This design comes from an exercise in tuning for a short achievable clock period on the open sky130 flow, not from production work. The RTL was checked by simulation tests, not by an equivalence proof against the original design. In every run shown here, the design's own scripts or RTL, not TritonCTS, make the clock network. The clock input has no modelled driver; a real chip could not lean on it and would need a root buffer or a full tree. Power and IR drop assume default switching activity.

==> flow/design.v <==
module mtm_Alu_deserializer (
  input  wire       clk,
  input  wire       rst_n,
  input  wire       sin,
  output reg        rst_q_n,     
  output wire [7:0] ab_wr,       
  output wire [7:0] ab_byte,
  output wire       step_inv,
  output wire [6:0] step,
  output reg  [2:0] op,
  output reg        res,         
  output reg        e_c9,        
  output reg        e_a5,        
  output reg        e_93         
);
reg        sin_q;
reg        idle_s, load_s, derr_s, stop_s;
reg [8:0]  qh;
reg [10:0] rh;
reg [3:0]  crc;
reg [7:0]  pbyte;
reg        wr;
reg [7:0]  stp;
assign ab_byte  = pbyte;
assign ab_wr    = {8{wr}} & qh[8:1];
assign step_inv = stp[0];
assign step     = stp[7:1];
wire last  = qh[0];
wire rpay  = |rh[8:1];
wire pay   = load_s && rpay;
wire terr  = load_s && rh[9] && (last ? !sin_q : sin_q);   
wire serr  = load_s && rh[0] && !sin_q;                    
wire pnext = load_s && rh[0] && sin_q && !last;            
wire fin   = load_s && rh[0] && sin_q && last;             
wire crc_ok = (crc == 4'd0);
wire done  = (derr_s || stop_s) && rh[0];
wire       crc_in = (last && rh[8]) ? 1'b1 : sin_q;
wire       fb     = crc[3] ^ crc_in;
wire [3:0] crc_nx = {crc[2:0], 1'b0} ^ {2'b00, fb, fb};
wire op_ok = (pbyte[6:4] == 3'b000) || (pbyte[6:4] == 3'b001) ||
             (pbyte[6:4] == 3'b100) || (pbyte[6:4] == 3'b101);
wire to_load = idle_s && !sin_q;
wire to_derr = terr || serr || (fin && !crc_ok);
wire to_stop = fin && crc_ok;
wire to_idle = done;
reg [10:0] rh_nx;
always @(*) begin
  if (idle_s)
    rh_nx = 11'b010_0000_0000;                           
  else if (load_s && rh[10])
    rh_nx = sin_q ? 11'b100_0000_0000 : 11'b010_0000_0000;
  else if (load_s && rh[9])
    rh_nx = terr ? 11'b010_0000_0000 : 11'b001_0000_0000;
  else if (load_s && rh[0])
    rh_nx = !sin_q ? 11'b000_0000_0001 : (last ? 11'b000_0000_0100 : 11'b100_0000_0000);
  else
    rh_nx = {1'b0, rh[10:1]};
end
wire       q_ld   = idle_s || pnext;
wire [8:0] q_new  = idle_s ? 9'b1_0000_0000 : {1'b0, qh[8:1]};
wire       crc_ld = idle_s || pay;
wire [3:0] crc_new = idle_s ? 4'd0 : crc_nx;
wire       op_ld  = pay && last && rh[5];
wire [2:0] op_new = {pbyte[1:0], sin_q};
wire       cls_ld  = terr || serr || fin || done;
wire       res_new = fin && crc_ok && !pbyte[7] && op_ok;
wire       e93_new = fin && crc_ok && !pbyte[7] && !op_ok;
wire       a5_new  = fin && (!crc_ok || pbyte == 8'b10100101);
wire       c9_new  = terr || serr || (fin && crc_ok && pbyte == 8'b11001001);
always @(posedge clk) begin
  sin_q   <= sin;
  rst_q_n <= rst_n;
  pbyte   <= {pbyte[6:0], sin_q};
  wr      <= load_s && rh[1] && !last;
  stp     <= {stp[6:0], load_s && last && rh[5]};
  if (op_ld)  op  <= op_new;
  if (crc_ld) crc <= crc_new;
  if (!rst_q_n) begin
    idle_s <= 1'b1;
    load_s <= 1'b0;
    derr_s <= 1'b0;
    stop_s <= 1'b0;
    qh     <= 9'd0;
    rh     <= 11'd0;
    res    <= 1'b0;
    e_c9   <= 1'b0;
    e_a5   <= 1'b0;
    e_93   <= 1'b0;
  end
  else begin
    idle_s <= (idle_s && sin_q) || to_idle;
    load_s <= to_load || (load_s && !to_derr && !to_stop);
    derr_s <= to_derr || (derr_s && !to_idle);
    stop_s <= to_stop || (stop_s && !to_idle);
    rh     <= rh_nx;
    if (q_ld) qh <= q_new;
    if (cls_ld) begin
      res  <= res_new;
      e_c9 <= c9_new;
      e_a5 <= a5_new;
      e_93 <= e93_new;
    end
  end
end
endmodule
module mtm_Alu_core(
  input  wire        clk,
  input  wire [7:0]  ab_wr,
  input  wire [7:0]  ab_byte,
  input  wire        step_inv,
  input  wire [6:0]  step,
  input  wire        step_flags,
  input  wire        step_crc,
  input  wire [2:0]  op,
  output wire [31:0] C,
  output wire [7:0]  ctl_byte
);
reg [63:0] ab;
reg        cy;
reg        a31;
reg        cr, of, zr, neg;
reg [2:0]  crc3;
wire [31:0] A = ab[63:32];
wire [31:0] B = ab[31:0];
wire arith = op[2];
wire sub   = op[0];
wire inv   = arith && sub;    
function [5:0] add5;
  input [4:0] a;
  input [4:0] b;
  input       ci;
  reg   [4:0] g, t;
  reg   [5:0] c;
begin
  g = a & b;
  t = a | b;
  c[0] = ci;
  c[1] = g[0] | (t[0] & ci);
  c[2] = g[1] | (t[1] & g[0]) | (t[1] & t[0] & ci);
  c[3] = g[2] | (t[2] & g[1]) | (t[2] & t[1] & g[0]) | (t[2] & t[1] & t[0] & ci);
  c[4] = g[3] | (t[3] & g[2]) | (t[3] & t[2] & g[1]) | (t[3] & t[2] & t[1] & g[0]) |
         (t[3] & t[2] & t[1] & t[0] & ci);
  c[5] = g[4] | (t[4] & g[3]) | (t[4] & t[3] & g[2]) | (t[4] & t[3] & t[2] & g[1]) |
         (t[4] & t[3] & t[2] & t[1] & g[0]) | (t[4] & t[3] & t[2] & t[1] & t[0] & ci);
  add5 = {c[5], a ^ b ^ c[4:0]};
end
endfunction
function integer glo;
  input integer k;
  glo = (k < 4) ? 5 * k : 20 + 4 * (k - 4);
endfunction
function integer gw;
  input integer k;
  gw = (k < 4) ? 5 : 4;
endfunction
wire [31:0] rs;      
wire [6:0]  co;
genvar k;
generate
  for (k = 0; k < 7; k = k + 1) begin : g_grp
    localparam integer L = glo(k);
    localparam integer W = gw(k);
    wire [4:0] a = A[L +: W];
    wire [4:0] b = B[L +: W];
    wire [5:0] s = add5(a, b, (k == 0) ? inv : cy);
    assign co[k] = s[W];
    assign rs[L +: W] = arith ? s[W-1:0] : (sub ? (a[W-1:0] | b[W-1:0]) : (a[W-1:0] & b[W-1:0]));
  end
endgenerate
wire [31:0] st_a;
generate
  for (k = 0; k < 7; k = k + 1) begin : g_st
    assign st_a[glo(k) +: gw(k)] = {gw(k){step[k]}};
  end
endgenerate
wire [63:0] wr;
generate
  for (k = 0; k < 8; k = k + 1) begin : g_wrb
    assign wr[8*k +: 8] = {8{ab_wr[k]}};
  end
endgenerate
wire [63:0] byte8 = {8{ab_byte}};
wire        do_inv = step_inv && inv;
wire [63:0] ab_nx;
assign ab_nx[63:32] = (wr[63:32] & byte8[63:32]) | (st_a & rs) |
                      (~wr[63:32] & ~st_a & ab[63:32]);
assign ab_nx[31:0]  = (wr[31:0] & byte8[31:0]) | ({32{do_inv}} & ~ab[31:0]) |
                      (~wr[31:0] & {32{!do_inv}} & ab[31:0]);
wire any_step = |step;
wire cy_nx    = (|(step & co)) | (!any_step & cy);
wire cr_new  = arith && (sub ? !cy : cy);
wire of_new  = arith && (a31 == (B[31] ^ sub)) && (A[31] != a31);
wire zr_new  = arith && (A == 32'd0);
wire neg_new = arith && (sub ? !cy : A[31]);
wire [2:0] crc_new = nextCRC3_D36({A, 1'b0, cr, of, zr, neg}, 3'b000);
assign C        = A;
assign ctl_byte = {1'b0, cr, of, zr, neg, crc3};
always @(posedge clk) begin
  ab   <= ab_nx;
  cy   <= cy_nx;
  if (step_inv) a31 <= A[31];
  if (step_flags) begin
    cr  <= cr_new;
    of  <= of_new;
    zr  <= zr_new;
    neg <= neg_new;
  end
  if (step_crc) crc3 <= crc_new;
end
function [2:0] nextCRC3_D36;
  input [35:0] Data;
  input [2:0] crc;
  reg [35:0] d;
  reg [2:0] c;
  reg [2:0] newcrc;
begin
  d = Data;
  c = crc;
  newcrc[0] = d[35] ^ d[32] ^ d[31] ^ d[30] ^ d[28] ^ d[25] ^ d[24] ^ d[23] ^ d[21] ^ d[18] ^ d[17] ^ d[16] ^ d[14] ^ d[11] ^ d[10] ^ d[9] ^ d[7] ^ d[4] ^ d[3] ^ d[2] ^ d[0] ^ c[2];
  newcrc[1] = d[35] ^ d[33] ^ d[30] ^ d[29] ^ d[28] ^ d[26] ^ d[23] ^ d[22] ^ d[21] ^ d[19] ^ d[16] ^ d[15] ^ d[14] ^ d[12] ^ d[9] ^ d[8] ^ d[7] ^ d[5] ^ d[2] ^ d[1] ^ d[0] ^ c[0] ^ c[2];
  newcrc[2] = d[34] ^ d[31] ^ d[30] ^ d[29] ^ d[27] ^ d[24] ^ d[23] ^ d[22] ^ d[20] ^ d[17] ^ d[16] ^ d[15] ^ d[13] ^ d[10] ^ d[9] ^ d[8] ^ d[6] ^ d[3] ^ d[2] ^ d[1] ^ c[1];
  nextCRC3_D36 = newcrc;
end
endfunction
endmodule
module mtm_Alu_serializer(
  input  wire        clk,    
  input  wire        rst_n,
  input  wire        rst_q_n,
  input  wire [31:0] C,
  input  wire [7:0]  ctl_byte,
  input  wire        res,
  input  wire        e_c9,
  input  wire        e_a5,
  input  wire        e_93,
  output wire        step_flags,
  output wire        step_crc,
  output reg         sout
  );
  reg       idle;
  reg [3:0] ph;     
  reg [2:0] pk;     
  reg       err;    
  reg [1:0] ecode;  
  wire ph0  = (ph == 4'd0);
  wire ph1  = (ph == 4'd1);
  wire ph10 = (ph == 4'd10);
  wire last = err || (pk == 3'd4);
  wire go   = rst_q_n && (res || e_c9 || e_a5 || e_93);
  assign step_flags = !idle && !err && (pk == 3'd0) && (ph == 4'd3);
  assign step_crc   = !idle && !err && (pk == 3'd0) && (ph == 4'd4);
  reg [7:0] dbyte;
  always @(*) begin
    if (err)
      case (ecode)
        2'd0:    dbyte = 8'b11001001;
        2'd1:    dbyte = 8'b10100101;
        default: dbyte = 8'b10010011;
      endcase
    else
      case (pk)
        3'd0:    dbyte = C[31:24];
        3'd1:    dbyte = C[23:16];
        3'd2:    dbyte = C[15:8];
        3'd3:    dbyte = C[7:0];
        default: dbyte = ctl_byte;
      endcase
  end
  reg dbit;
  always @(*) begin
    case (ph)
      4'd2:    dbit = dbyte[7];
      4'd3:    dbit = dbyte[6];
      4'd4:    dbit = dbyte[5];
      4'd5:    dbit = dbyte[4];
      4'd6:    dbit = dbyte[3];
      4'd7:    dbit = dbyte[2];
      4'd8:    dbit = dbyte[1];
      default: dbit = dbyte[0];
    endcase
  end
  reg [3:0] ph_inc;
  always @(*) begin
    case (ph)
      4'd0:    ph_inc = 4'd1;
      4'd1:    ph_inc = 4'd2;
      4'd2:    ph_inc = 4'd3;
      4'd3:    ph_inc = 4'd4;
      4'd4:    ph_inc = 4'd5;
      4'd5:    ph_inc = 4'd6;
      4'd6:    ph_inc = 4'd7;
      4'd7:    ph_inc = 4'd8;
      4'd8:    ph_inc = 4'd9;
      4'd9:    ph_inc = 4'd10;
      default: ph_inc = 4'd0;
    endcase
  end
  reg [2:0] pk_inc;
  always @(*) begin
    case (pk)
      3'd0:    pk_inc = 3'd1;
      3'd1:    pk_inc = 3'd2;
      3'd2:    pk_inc = 3'd3;
      default: pk_inc = 3'd4;
    endcase
  end
  wire       sout_busy = ph0 ? 1'b0 : (ph1 ? last : (ph10 ? 1'b1 : dbit));
  wire       idle_nx   = idle ? !go : (ph10 && last);
  wire [3:0] ph_nx     = idle ? 4'd0 : ph_inc;
  wire       pk_ld     = idle || ph10;
  wire [2:0] pk_new    = idle ? 3'd0 : pk_inc;
  wire [1:0] ecode_new = e_c9 ? 2'd0 : (e_a5 ? 2'd1 : 2'd2);
  wire sout_d, idle_d;
  mtm_Alu_rst_or u_sout_rst (.rst_n(rst_n), .a(idle || sout_busy), .y(sout_d));
  mtm_Alu_rst_or u_idle_rst (.rst_n(rst_n), .a(idle_nx), .y(idle_d));
  always @(posedge clk) begin
    sout  <= sout_d;
    idle  <= idle_d;
    ph    <= ph_nx;
    if (pk_ld) pk <= pk_new;
    if (idle) begin
      err   <= !res;
      ecode <= ecode_new;
    end
  end
endmodule
module mtm_Alu_rst_or(
  input  wire rst_n,
  input  wire a,
  output wire y
  );
  assign y = !rst_n || a;
endmodule
module mtm_Alu (
    input  wire clk,    
    input  wire rst_n,  
    input  wire sin,    
    output wire sout    
);
wire [7:0]  ab_wr;
wire [7:0]  ab_byte;
wire        step_inv;
wire [6:0]  step;
wire        step_flags;
wire        step_crc;
wire [2:0]  op;
wire        rst_q_n;
wire        d_res, d_c9, d_a5, d_93;
wire [31:0] C;
wire [7:0]  ctl_byte;
mtm_Alu_deserializer u_mtm_Alu_deserializer(
  .clk        (clk),
  .rst_n      (rst_n),
  .sin        (sin),
  .rst_q_n    (rst_q_n),
  .ab_wr      (ab_wr),
  .ab_byte    (ab_byte),
  .step_inv   (step_inv),
  .step       (step),
  .op         (op),
  .res        (d_res),
  .e_c9       (d_c9),
  .e_a5       (d_a5),
  .e_93       (d_93)
);
mtm_Alu_core u_mtm_Alu_core(
  .clk        (clk),
  .ab_wr      (ab_wr),
  .ab_byte    (ab_byte),
  .step_inv   (step_inv),
  .step       (step),
  .step_flags (step_flags),
  .step_crc   (step_crc),
  .op         (op),
  .C          (C),
  .ctl_byte   (ctl_byte)
);
mtm_Alu_serializer u_mtm_Alu_serializer(
  .clk        (clk),
  .rst_n      (rst_n),
  .rst_q_n    (rst_q_n),
  .C          (C),
  .ctl_byte   (ctl_byte),
  .res        (d_res),
  .e_c9       (d_c9),
  .e_a5       (d_a5),
  .e_93       (d_93),
  .step_flags (step_flags),
  .step_crc   (step_crc),
  .sout       (sout)
);
endmodule
==> flow/flow/run.sh <==
#!/bin/bash
# Standard layout with two changes:
#  - timing repair aims below the clock period (SETUP_SLACK_MARGIN),
#  - after CTS, flow/cts_post.tcl rebuilds the clock tree as two levels
#    of clock inverters: the clock port drives 4, each drives 2, each
#    drives a cluster of flip-flops.
# All tool output goes to standard_flow.log here and ORFS's own logs.
set -euo pipefail
here=$(pwd)
export MY_CTS_N2=4 MY_CTS_CELL2=sky130_fd_sc_hd__clkinv_4
bash standard.sh SETUP_SLACK_MARGIN=6 POST_CTS_TCL="$here/flow/cts_post.tcl" finish > standard_flow.log 2>&1
==> flow/flow/cts_post.tcl <==
# POST_CTS hook: replace the clock tree TritonCTS built with a shallow,
# balanced tree of clock inverter pairs: the clock port drives 4 clock
# inverters (level 1), each at the middle of a quarter of the flip-flops
# (balanced k-means on their placed locations); each drives 2 clock
# inverters (level 2), each at the middle of half of that quarter and
# driving its flip-flops. Every flip-flop sees the clock through the same
# two inversions. Then legalize and repair timing again.
set n1 4
set n2 2
set cell1 sky130_fd_sc_hd__clkinv_16
set cell2 sky130_fd_sc_hd__clkinv_8
if {[info exists ::env(MY_CTS_N2)]} { set n2 $::env(MY_CTS_N2) }
if {[info exists ::env(MY_CTS_CELL2)]} { set cell2 $::env(MY_CTS_CELL2) }

set db [ord::get_db]
set block [ord::get_db_block]
set clk [$block findNet clk]

# walk the clock network from the port: buffers, their nets, the sinks
set sinks {}
set bufs {}
set nets {}
set todo [list $clk]
while {[llength $todo]} {
  set n [lindex $todo 0]
  set todo [lrange $todo 1 end]
  foreach it [$n getITerms] {
    if {![$it isInputSignal] && [$it getIoType] ne "INPUT"} { continue }
    set inst [$it getInst]
    set m [$inst getMaster]
    set mname [$m getName]
    if {[$m isSequential] || [string match "*df*" $mname]} {
      lappend sinks $it
    } else {
      lappend bufs $inst
      foreach ot [$inst getITerms] {
        if {[$ot getIoType] eq "OUTPUT"} {
          set on [$ot getNet]
          if {$on ne "NULL"} { lappend nets $on; lappend todo $on }
        }
      }
    }
  }
}
puts "MYCTS: [llength $sinks] sinks, [llength $bufs] tree cells removed, [llength $nets] nets"
foreach it $sinks { $it disconnect }
foreach b $bufs { odb::dbInst_destroy $b }
foreach n $nets { odb::dbNet_destroy $n }


# balanced k-means: pts is a list of {x y}; returns {assignment centers}
proc kmeans {pts k} {
  set n [llength $pts]
  set order [lsort -real -indices [lmap p $pts {expr {[lindex $p 0] + 0.7 * [lindex $p 1]}}]]
  set cs {}
  for {set j 0} {$j < $k} {incr j} {
    lappend cs [lindex $pts [lindex $order [expr {int(($j + 0.5) * $n / $k)}]]]
  }
  set cap [expr {int(ceil(1.0 * $n / $k))}]
  set asg [lrepeat $n 0]
  for {set iter 0} {$iter < 40} {incr iter} {
    set cand {}
    for {set i 0} {$i < $n} {incr i} {
      set p [lindex $pts $i]
      for {set j 0} {$j < $k} {incr j} {
        set c [lindex $cs $j]
        lappend cand [list [expr {abs([lindex $p 0] - [lindex $c 0]) + abs([lindex $p 1] - [lindex $c 1])}] $i $j]
      }
    }
    set cand [lsort -real -index 0 $cand]
    set asg [lrepeat $n -1]
    set cnt [lrepeat $k 0]
    foreach c $cand {
      lassign $c d i j
      if {[lindex $asg $i] >= 0 || [lindex $cnt $j] >= $cap} { continue }
      lset asg $i $j
      lset cnt $j [expr {[lindex $cnt $j] + 1}]
    }
    set ncs {}
    for {set j 0} {$j < $k} {incr j} {
      set sx 0.0; set sy 0.0; set m 0
      for {set i 0} {$i < $n} {incr i} {
        if {[lindex $asg $i] == $j} {
          set sx [expr {$sx + [lindex $pts $i 0]}]
          set sy [expr {$sy + [lindex $pts $i 1]}]
          incr m
        }
      }
      if {$m} { lappend ncs [list [expr {$sx / $m}] [expr {$sy / $m}]] } else { lappend ncs [lindex $cs $j] }
    }
    set cs $ncs
  }
  return [list $asg $cs]
}

proc place_at {inst master xy} {
  lassign $xy x y
  $inst setLocation [expr {int($x - [$master getWidth] / 2)}] [expr {int($y - [$master getHeight] / 2)}]
  $inst setPlacementStatus PLACED
}

set pts {}
foreach it $sinks {
  set bb [[$it getInst] getBBox]
  lappend pts [list [expr {([$bb xMin] + [$bb xMax]) / 2.0}] [expr {([$bb yMin] + [$bb yMax]) / 2.0}]]
}
set m1 [$db findMaster $cell1]
set m2 [$db findMaster $cell2]
lassign [kmeans $pts $n1] asg1 cs1
for {set a 0} {$a < $n1} {incr a} {
  set idx {}
  for {set i 0} {$i < [llength $pts]} {incr i} {
    if {[lindex $asg1 $i] == $a} { lappend idx $i }
  }
  set inv1 [odb::dbInst_create $block $m1 "clkinv_my_$a"]
  set net1 [odb::dbNet_create $block "clknet_my_$a"]
  $net1 setSigType CLOCK
  [$inv1 findITerm A] connect $clk
  [$inv1 findITerm Y] connect $net1
  place_at $inv1 $m1 [lindex $cs1 $a]
  lassign [kmeans [lmap i $idx {lindex $pts $i}] $n2] asg2 cs2
  for {set b 0} {$b < $n2} {incr b} {
    set inv2 [odb::dbInst_create $block $m2 "clkinv_my_${a}_$b"]
    set net2 [odb::dbNet_create $block "clknet_my_${a}_$b"]
    $net2 setSigType CLOCK
    [$inv2 findITerm A] connect $net1
    [$inv2 findITerm Y] connect $net2
    place_at $inv2 $m2 [lindex $cs2 $b]
    set c 0
    for {set j 0} {$j < [llength $idx]} {incr j} {
      if {[lindex $asg2 $j] == $b} {
        [lindex $sinks [lindex $idx $j]] connect $net2
        incr c
      }
    }
    puts "MYCTS: group $a.$b: $c flip-flops"
  }
}
$clk setSigType CLOCK

detailed_placement
check_placement -verbose
estimate_parasitics -placement
report_clock_skew
repair_timing_helper
detailed_placement
check_placement -verbose
estimate_parasitics -placement
report_clock_skew
report_worst_slack -max
report_worst_slack -min
==> flow/standard.sh <==
#!/bin/bash
# synth_recipe.tcl (not shown) runs the flow's synth.tcl, then flattens the netlist and writes it again
# the make line also repeats each setting of config.mk as NAME=value (left out here)
make -C /OpenROAD-flow-scripts/flow DESIGN_CONFIG=/design/flow/config.mk WORK_HOME=/design/flow/orfs CLKGATE_MAP_FILE= SYNTH_SCRIPT=/design/flow/synth_recipe.tcl "${@:-finish}"
==> flow/config.mk <==
export PLATFORM = sky130hd
export DESIGN_NAME = mtm_Alu
export DESIGN_NICKNAME = mtm_Alu
export VERILOG_FILES = /design/flow/design.v
export SDC_FILE = /design/flow/constraint.sdc
export NUM_CORES = 4
export LEC_CHECK = 0
export CAP_MARGIN = 20
export CORE_MARGIN = 2
export CORE_UTILIZATION = 60
export PLACE_DENSITY = 0.75
export SLEW_MARGIN = 20
export SYNTH_HIERARCHICAL = 1
export SYNTH_MINIMUM_KEEP_SIZE = 0
==> flow/constraint.sdc <==
create_clock -name core_clock -period 8.0 [get_ports {clk}]
set_input_delay 1.6000 -clock core_clock [delete_from_list [all_inputs] [get_ports {clk}]]
set_output_delay 1.6000 -clock core_clock [all_outputs]
set_load 0.01 [all_outputs]
==> results.tsv, run 1 <==
stage	metric	value	unit
run_status	status	finished clean	
timing	timing.final.crit_share	26.7	%
critical_path	cp_max_fo	1	
pwr	p_int	0.814	mW
drt	ant_nets	0	
die	die_area	0.0151	sq mm
drt	drc	0	
worst_hold_path	hold_path.startpoint	u_mtm_Alu_deserializer.stp[5]	
critical_path	cp-start-kind	flip-flop	
clock_tree	clk_pin_slew	0.06	ns
pwr	p_leak	3.59	nW
place	portBuffers	3	
cells_and_area	drive_above_1_share	7.62	%
timing	clock_skew	0.0493	ns
timing	final_hold_viol_count	0	
synth	syn_nets	1021	
drt	via_per_inst	6.22	
grt	grt_overflow	0	
grt	grt_usage	28.4	%
drt	vias	6834	
die	die_h	123	microns
grt	grt_pass1_vias	6387	
pwr	seqPwrFrac	64.3	%
synth	yosys_warnings	9	
drt	dr.first_iter.drc_count	630	
die	io_pins	4	
job	maxCapViolations	0	
timing	fmax	468	MHz
cells_and_area	nNetsFinal	1002	
grt	antenna_found_initial	0	
cells_and_area	area_growth_syn_to_layout	4.52	%
critical_path	path_cells	buf_2	
timing	tightest_slew	0.781	ns
pwr	power.switching	0.320	mW
die	rows	43	
critical_path	arrival	0.54	ns
cells_and_area	diodes	0	
critical_path	rrSetupSlack	5.97	ns
cells_and_area	seqCellArea	0.00298	sq mm
grt	grt_max_degree	67	
die	start_util	61.2	%
pwr	power_density	128	mW/mm^2
worst_hold_path	min_delay_path_depth	0	
worst_hold_path	hold_end	u_mtm_Alu_deserializer.stp[6]	
timing	slew_violations	0	
clock_tree	worst_skew_pair.late_latency	0.16	ns
synth	syn_area	0.00850	sq mm
die	fp.coreArea	0.0139	sq mm
drt	wl_per_cell	19.2	microns
cells_and_area	multi_input_area	0.00494	sq mm
clock_tree	clock_sinks	138	
die	die_width	123	microns
pwr	p_clk_share	33.6	%
cells_and_area	finalInstanceArea	0.00888	sq mm
place	hpwl	14600	microns
pwr	combPwrFrac	2.1	%
critical_path	required	6.40	ns
drt	wl	21100	microns
synth	avgSynthCellArea	9.04	sq um
drt	drt-pass1-iter-count	6	
pwr	p_sw_share	28.2	%
worst_hold_path	hold_path_class	reg -> reg	
timing	rsz0062_at_grt	true	
critical_path	cp_slowest_cell	dfxtp_1	
grt	grt_first_pass_wirelength	33600	microns
critical_path	worst-setup-path-type	reg -> out	
critical_path	r2r_cells	6	
timing	setup_tns	0	ns
place	globalplace.congestion	0.902	
critical_path	timing.rr.end	u_mtm_Alu_serializer.sout	
timing	fin_crit	2.14	ns
critical_path	setup.worst_path.end_class	output port	
critical_path	path_delay_family	flip-flops	
critical_path	rr_startpoint	u_mtm_Alu_serializer.pk[0]	
cells_and_area	n_fill_cell	1152	
timing	relSlewSlack	47.7	%
critical_path	path_buf_inv	1	
pwr	max-vdd-ir-drop	89.1	uV
timing	finalSetupViolations	0	
critical_path	max_stage_delay	0.29	ns
critical_path	crit_start	u_mtm_Alu_serializer.sout	
synth	syn_inst	940	
place	placed_cell_area	0.00850	sq mm
==> flip-flops by register name (all words and copies together), names as in the netlist, 2 cells and up <==
signal                        count
u_mtm_Alu_serializer.ecode        2
u_mtm_Alu_core.ab                64
u_mtm_Alu_deserializer.rh        11
u_mtm_Alu_serializer.pk           3
u_mtm_Alu_deserializer.stp        8
u_mtm_Alu_deserializer.crc        4
u_mtm_Alu_deserializer.pbyte      8
u_mtm_Alu_deserializer.op         2
u_mtm_Alu_serializer.ph           4
u_mtm_Alu_deserializer.qh         9
u_mtm_Alu_core.crc3               3
==> layer usage <==
metal	vias to the layer above	GRT usage (%)	wire [microns]
met3	46	5.77	1510
met4	0	11.4	634
met2	276	45.3	9720
met5	-	0	0
li1	3266	-	-
met1	3246	37.9	9270
==> power groups by stage <==
| stage | Combinational (mW) | Clock, mW | Sequential [mW] |
|---|---|---|---|
| finish | 0.0244 | 0.381 | 0.729 |
| detailed placement | 0.0211 | 0 | 0.746 |
| global route | 0.0266 | 0.421 | 0.730 |
| floorplan | 0.0268 | 0 | 0.730 |
| global placement | 0.0203 | 0 | 0.746 |
==> area by class of cell <==
class                           count  area share (%)
Timing Repair Buffer               14            1.51
Sequential cell                   138            33.5
Inverter                          112            6.82
Multi-Input combinational cell    655            55.6
Tap cell                          180            2.54
==> metrics by stage <==
stage                     worst slack (ns)  total power, mW  cells  hold WS, ns  utilization, %
after floorplan                       6.07            0.757    940        0.329               -
after global placement                5.59            0.766   1071        0.403            61.2
after detailed placement              5.59            0.767   1071        0.411            61.2
after global routing                  5.83             1.18   1099        0.436            64.0
final                                 5.86             1.13   1099        0.425            64.0
==> worst max path at each step <==
stage	to	slack, ns	depth (start not counted)
detailed placement	sout	5.59	1
finish	sout	5.86	1
global route	sout	5.83	1
floorplan	sout	6.07	0
global placement	sout	5.59	1
==> placed cells by master, fill, tap and decap left out, types with 6 or more instances in the layout <==
cell type,instances
o21ai_0,39
nor2_1,97
fa_1,7
edfxtp_1,20
nand2_1,41
and2_1,19
nor3_1,14
a32oi_1,6
mux2i_1,6
inv_1,91
nand3_1,6
dfxtp_1,110
and3_1,9
clkinv_4,16
a221o_1,33
a22oi_1,25
o21bai_1,7
nor4_1,12
nand2b_1,20
xor2_1,14
a221oi_1,12
ha_1,71
a211oi_1,21
dfxtp_2,7
xnor2_1,48
buf_4,7
a21oi_1,48
nor2b_1,13
==> inputs of run 2 (changes only) <==
--- a/flow/flow/run.sh
+++ b/flow/flow/run.sh
@@ -8,4 +8,3 @@
 set -euo pipefail
 here=$(pwd)
-export MY_CTS_N2=4 MY_CTS_CELL2=sky130_fd_sc_hd__clkinv_4
 bash standard.sh SETUP_SLACK_MARGIN=6 POST_CTS_TCL="$here/flow/cts_post.tcl" finish > standard_flow.log 2>&1
--- a/flow/config.mk
+++ b/flow/config.mk
@@ -8,6 +8,6 @@
 export CAP_MARGIN = 20
 export CORE_MARGIN = 2
-export CORE_UTILIZATION = 60
-export PLACE_DENSITY = 0.75
+export CORE_UTILIZATION = 75
+export PLACE_DENSITY = 0.85
 export SLEW_MARGIN = 20
 export SYNTH_HIERARCHICAL = 1
==> run 2 against run 1 <==
  * Still clean
  * Cell area decreased by 0.24%
  * Synthesized cell count unchanged
  * Sequential power about the same
  * Sequential share of layout area up 0.15 points
  * Die area is 19% lower
  * Utilization is 17 points higher
==> results.tsv, run 2 <==
stage	metric	value	unit
run_status	status	finished clean	
place	portBuffers	3	
place	dp_cells	1031	
place	placed_cell_area	0.00845	sq mm
timing	rsz0062_at_grt	true	
cells_and_area	seqCellArea	0.00298	sq mm
pwr	p_int	0.814	mW
critical_path	path_cells	buf_2	
grt	grt_max_degree	67	
timing	timing.final.crit_share	27.0	%
cells_and_area	finalInstanceArea	0.00886	sq mm
cells_and_area	final_cell_mix	dfxtp_1 (105), nor2_1 (97), inv_1 (92), ha_1 (70)	
worst_hold_path	hold_path_class	reg -> reg	
grt	grt_usage	37.6	%
synth	syn_inst	940	
critical_path	required	6.40	ns
die	fp.coreArea	0.0109	sq mm
timing	setup_tns	0	ns
drt	drc	0	
timing	final_hold_viol_count	0	
job	maxCapViolations	0	
critical_path	cp-start-kind	flip-flop	
pwr	p_sw_share	27.5	%
cells_and_area	nNetsFinal	993	
timing	tightest_slew	0.845	ns
pwr	seqPwrFrac	64.9	%
pwr	power.switching	0.309	mW
worst_hold_path	hold_path.startpoint	u_mtm_Alu_deserializer.stp[5]	
cells_and_area	multi_input_area	0.00497	sq mm
synth	yosys_warnings	9	
critical_path	crit_start	u_mtm_Alu_serializer.sout	
cells_and_area	final_common_cell	dfxtp_1	
critical_path	arrival	0.56	ns
pwr	p_clk_share	32.8	%
drt	vias	7303	
drt	drt-pass1-iter-count	6	
place	pre_cts_slack	5.59	ns
grt	grt_first_pass_wirelength	37800	microns
timing	setup_slack	5.84	ns
die	rows	38	
timing	relSlewSlack	43.5	%
timing	clock_skew	0.0266	ns
cells_and_area	n_fill_cell	690	
grt	grt_overflow	0	
critical_path	path_depth	1	
critical_path	cp_max_fo	1	
timing	slew_violations	0	
cells_and_area	largest_register_ffs	64	
critical_path	rrSetupSlack	5.87	ns
critical_path	path_delay_family	flip-flops	
pwr	power_density	127	mW/mm^2
critical_path	worst-setup-path-type	reg -> out	
synth	syn_area	0.00850	sq mm
timing	fin_crit	2.16	ns
cells_and_area	diodes	0	
place	globalplace.congestion	0.967	
synth	avgSynthCellArea	9.04	sq um
pwr	power.total	1.12	mW
critical_path	r2r_cells	7	
critical_path	cp-endpoint	sout	
die	die_h	110	microns
cells_and_area	drive_above_1_share	8.13	%
clock_tree	clk_pin_slew	0.08	ns
cells_and_area	area_growth_syn_to_layout	4.27	%
clock_tree	clock_sinks	138	
die	die_width	110	microns
cells_and_area	largest_register	u_mtm_Alu_core.ab	
cells_and_area	stdcell_count	1050	
die	start_util	77.7	%
grt	grt_pass1_vias	7255	
synth	syn_nets	1021	
drt	ant_nets	0	
pwr	combPwrFrac	2.3	%
critical_path	cp_slowest_cell	dfxtp_1	
drt	dr.first_iter.drc_count	859	
critical_path	max_stage_delay	0.31	ns
die	io_pins	4	
grt	antenna_found_initial	0	
pwr	p_leak	3.60	nW
timing	hold_slack	0.416	ns
critical_path	rr_startpoint	u_mtm_Alu_serializer.pk[0]	
drt	wl_per_cell	22.2	microns
timing	finalSetupViolations	0	
die	die_area	0.0122	sq mm
clock_tree	worst_skew_pair.late_latency	0.14	ns
critical_path	path_buf_inv	1	
timing	fmax	462	MHz
critical_path	timing.rr.end	u_mtm_Alu_serializer.sout	
pwr	max-vdd-ir-drop	184	uV
place	hpwl	14900	microns
critical_path	setup.worst_path.end_class	output port	
drt	via_per_inst	6.96	
cells_and_area	final_core_util	81.0	%
cells_and_area	top_regs	u_mtm_Alu_core.ab (64), u_mtm_Alu_deserializer.rh (11), u_mtm_Alu_deserializer.qh (9)	
drt	wl	23300	microns
-- run 2: how the worst min path moves through the flow --
| stage | end | slack, ns | depth (start not counted) |
|---|---|---|---|
| floorplan | u_mtm_Alu_deserializer.stp[2] | 0.33 | 0 |
| global placement | u_mtm_Alu_deserializer.stp[6] | 0.40 | 0 |
| detailed placement | u_mtm_Alu_deserializer.stp[6] | 0.41 | 0 |
| global route | u_mtm_Alu_deserializer.stp[6] | 0.44 | 0 |
| finish | u_mtm_Alu_deserializer.stp[6] | 0.42 | 0 |
-- run 2: area by class of cell --
type	instances	share of cell area, %
flip-flops and latches	138	33.6
multi-input cells	655	56.1
inverters	104	6.72
well taps	140	1.98
repair buffers	13	1.58
-- run 2: power groups by stage --
stage                     clock [mW]  sequential, mW  combinational, mW
after floorplan                    0           0.730             0.0268
after global placement             0           0.744             0.0202
after detailed placement           0           0.744             0.0210
after global routing           0.393           0.730             0.0280
final                          0.369           0.729             0.0257
-- run 2: worst reg2reg max path: cells and delay by family (launching register included) --
family / cells / cell delay (ns)
buffers and inverters: 1 / 0.15
muxes: 1 / 0.59
AOI/OAI and AO/OA: 3 / 0.48
DFF: 1 / 0.45
and+or+nand+nor: 2 / 0.34
-- run 2: per-layer routing --
layer / vias up / GRT usage [%] / wire length [microns] / part of all wire [%]
met5: - / 0 / 0 / 0
met4: 0 / 17.0 / 1170 / 5.0
met3: 118 / 6.97 / 2060 / 8.9
met2: 469 / 61.5 / 10900 / 47
met1: 3480 / 48.8 / 9140 / 39
li1: 3236 / - / - / -
==> inputs of run 3 (changes only) <==
==> flow/flow/run.sh (replaced) <==
#!/bin/bash
# Standard layout with two changes:
#  - timing repair aims below the clock period (SETUP_SLACK_MARGIN),
#  - after CTS, flow/cts_post.tcl rebuilds the clock tree as two levels
#    of clock inverters: the clock port drives 4 (clkinv_16), each drives
#    4 (clkinv_4), each drives a cluster of about 9 flip-flops; every
#    flip-flop sees the clock through the same two inversions.
# All tool output goes to standard_flow.log here and ORFS's own logs.
set -euo pipefail
here=$(pwd)
export MY_CTS_N2=4 MY_CTS_CELL2=sky130_fd_sc_hd__clkinv_4
bash standard.sh SETUP_SLACK_MARGIN=6 POST_CTS_TCL="$here/flow/cts_post.tcl" finish > standard_flow.log 2>&1
--- a/flow/config.mk
+++ b/flow/config.mk
@@ -8,6 +8,6 @@
 export CAP_MARGIN = 20
 export CORE_MARGIN = 2
-export CORE_UTILIZATION = 75
-export PLACE_DENSITY = 0.85
+export CORE_UTILIZATION = 60
+export PLACE_DENSITY = 0.75
 export SLEW_MARGIN = 20
 export SYNTH_HIERARCHICAL = 1
==> run 3 against run 2 <==
  * Synthesized area is the same
  * Hold slack gained 0.0094 ns
  * Sequential power is essentially flat
  * Highest routed layer unchanged
  * Final cell count grew 4.7%
  * Critical path depth is the same
  * Routed wire length shrank 9.2%
  * Clock power grew 3%
  * Still clean on timing, DRC and antenna
  * First-iteration DRC count shrank 27%
  * Flip-flop and latch count is the same
  * Global-route usage shrank 9.2 points
  * Clock skew grew 0.023 ns
  * Via count shrank 6.4%
==> results.tsv, run 3 <==
stage	metric	value	unit
place	portBuffers	3	
drt	wl	21100	microns
clock_tree	clk_pin_slew	0.06	ns
drt	met1_length	9270	microns
critical_path	timing.rr.end	u_mtm_Alu_serializer.sout	
pwr	combPwrFrac	2.1	%
timing	rsz0062_at_grt	true	
timing	fin_crit	2.14	ns
pwr	p_int	0.814	mW
drt	drt-pass1-iter-count	6	
job	maxCapViolations	0	
cells_and_area	final_cell_mix	dfxtp_1 (110), nor2_1 (97), inv_1 (91), ha_1 (71)	
drt	topRoutingLayerUsed	met4	
synth	syn_area	0.00850	sq mm
die	die_width	123	microns
cells_and_area	drive_above_1_share	7.62	%
critical_path	path_delay_family	flip-flops	
timing	finalSetupViolations	0	
critical_path	required	6.40	ns
drt	via_per_inst	6.22	
synth	syn_inst	940	
pwr	p_sw_share	28.2	%
cells_and_area	nNetsFinal	1002	
pwr	seqPwrFrac	64.3	%
grt	grt_max_degree	67	
worst_hold_path	hold_path_class	reg -> reg	
critical_path	r2r_cells	6	
clock_tree	clock_sinks	138	
cells_and_area	diodes	0	
die	fp.coreArea	0.0139	sq mm
timing	final_hold_viol_count	0	
worst_hold_path	min_delay_path_depth	0	
drt	met3_length	1510	microns
die	io_pins	4	
critical_path	path_cells	buf_2	
timing	fmax	468	MHz
grt	grt_pass1_vias	6387	
timing	setup_tns	0	ns
drt	ant_nets	0	
place	hpwl	14600	microns
critical_path	worst-setup-path-type	reg -> out	
worst_hold_path	hold_end	u_mtm_Alu_deserializer.stp[6]	
drt	drc	0	
cells_and_area	area_growth_syn_to_layout	4.52	%
cells_and_area	top_regs	u_mtm_Alu_core.ab (64), u_mtm_Alu_deserializer.rh (11), u_mtm_Alu_deserializer.qh (9)	
drt	wl_per_cell	19.2	microns
place	dp_cells	1071	
cells_and_area	stdcell_count	1099	
cells_and_area	largest_register	u_mtm_Alu_core.ab	
die	die_h	123	microns
synth	yosys_warnings	9	
critical_path	setup.worst_path.end_class	output port	
grt	grt_overflow	0	
timing	timing.final.crit_share	26.7	%
drt	wl_met2	9720	microns
pwr	power_density	128	mW/mm^2
grt	grt_first_pass_wirelength	33600	microns
timing	clock_skew	0.0493	ns
critical_path	cp-start-kind	flip-flop	
timing	relSlewSlack	47.7	%
timing	slew_violations	0	
critical_path	cp_slowest_cell	dfxtp_1	
grt	grt_usage	28.4	%
die	start_util	61.2	%
critical_path	rrSetupSlack	5.97	ns
cells_and_area	largest_register_ffs	64	
die	die_area	0.0151	sq mm
clock_tree	worst_skew_pair.late_latency	0.16	ns
timing	tightest_slew	0.781	ns
pwr	power.switching	0.320	mW
place	globalplace.congestion	0.902	
die	rows	43	
critical_path	rr_startpoint	u_mtm_Alu_serializer.pk[0]	
critical_path	path_buf_inv	1	
synth	syn_nets	1021	
drt	vias	6834	
drt	dr.first_iter.drc_count	630	
grt	antenna_found_initial	0	
pwr	max-vdd-ir-drop	89.1	uV
cells_and_area	final_common_cell	dfxtp_1	
synth	avgSynthCellArea	9.04	sq um
critical_path	max_stage_delay	0.29	ns
critical_path	arrival	0.54	ns
critical_path	cp_max_fo	1	
worst_hold_path	hold_path.startpoint	u_mtm_Alu_deserializer.stp[5]	
pwr	p_clk_share	33.6	%
run_status	status	finished clean	
pwr	p_leak	3.59	nW
run 3: routing by layer:
layer	vias up	GRT usage, %
met5	-	0
met4	0	11.4
met3	46	5.77
met2	276	45.3
met1	3246	37.9
li1	3266	-
run 3: power by group through the flow:
stage | sequential (mW) | combinational (mW) | clock [mW]
finish | 0.729 | 0.0244 | 0.381
global route | 0.730 | 0.0266 | 0.421
detailed placement | 0.746 | 0.0211 | 0
global placement | 0.746 | 0.0203 | 0
floorplan | 0.730 | 0.0268 | 0
run 3: worst max path at each step:
stage | depth (start not counted) | to | from
finish | 1 | sout | u_mtm_Alu_serializer.sout
global route | 1 | sout | u_mtm_Alu_serializer.sout
detailed placement | 1 | sout | u_mtm_Alu_serializer.sout
global placement | 1 | sout | u_mtm_Alu_serializer.sout
floorplan | 0 | sout | u_mtm_Alu_serializer.sout
run 3: final cells by class:
class	instances	area (sq um)
repair buffers	14	134
flip-flops and latches	138	2980
inverters	112	606
well taps	180	225
multi-input cells	655	4940
fillers	1152	5000
run 3: through the flow:
step                      hold slack, ns  power (mW)  cell area (sq um)  setup WS, ns  util (%)
after global routing               0.436        1.18               8880          5.83      64.0
after global placement             0.403       0.766               8500          5.59      61.2
final                              0.425        1.13               8880          5.86      64.0
after detailed placement           0.411       0.767               8500          5.59      61.2
after floorplan                    0.329       0.757               8500          6.07         -

==> static timing again, ports no longer ideal <==
The results above use ideal ports. As a check the final layouts listed here were re-extracted and re-timed, cells and wires unchanged.
Step 1 sets driving cells, clkbuf_16 on the clock port and buf_2 on the other inputs (assumed; they add their load-dependent delay and slew).
Step 2, shift: input delay + t, output delay - t, t = (earliest + latest rising clock arrival at the registers) / 2. This alone moves slack from input paths to output paths.
a / b / c = ideal ports / drivers / drivers and shift; a / b = the first two.
run	t, ns	setup WS [ns]	hold slack, ns	worst slew at a driven data input, ns
run 1	0.347	5.861 / 5.650 / 5.843	0.425 / 0.425 / 0.425	0.03
run 2	0.335	5.837 / 5.628 / 5.866	0.416 / 0.416 / 0.416	0.03
run 3	0.347	5.861 / 5.650 / 5.843	0.425 / 0.425 / 0.425	0.03
After both steps every run listed still meets setup and hold.
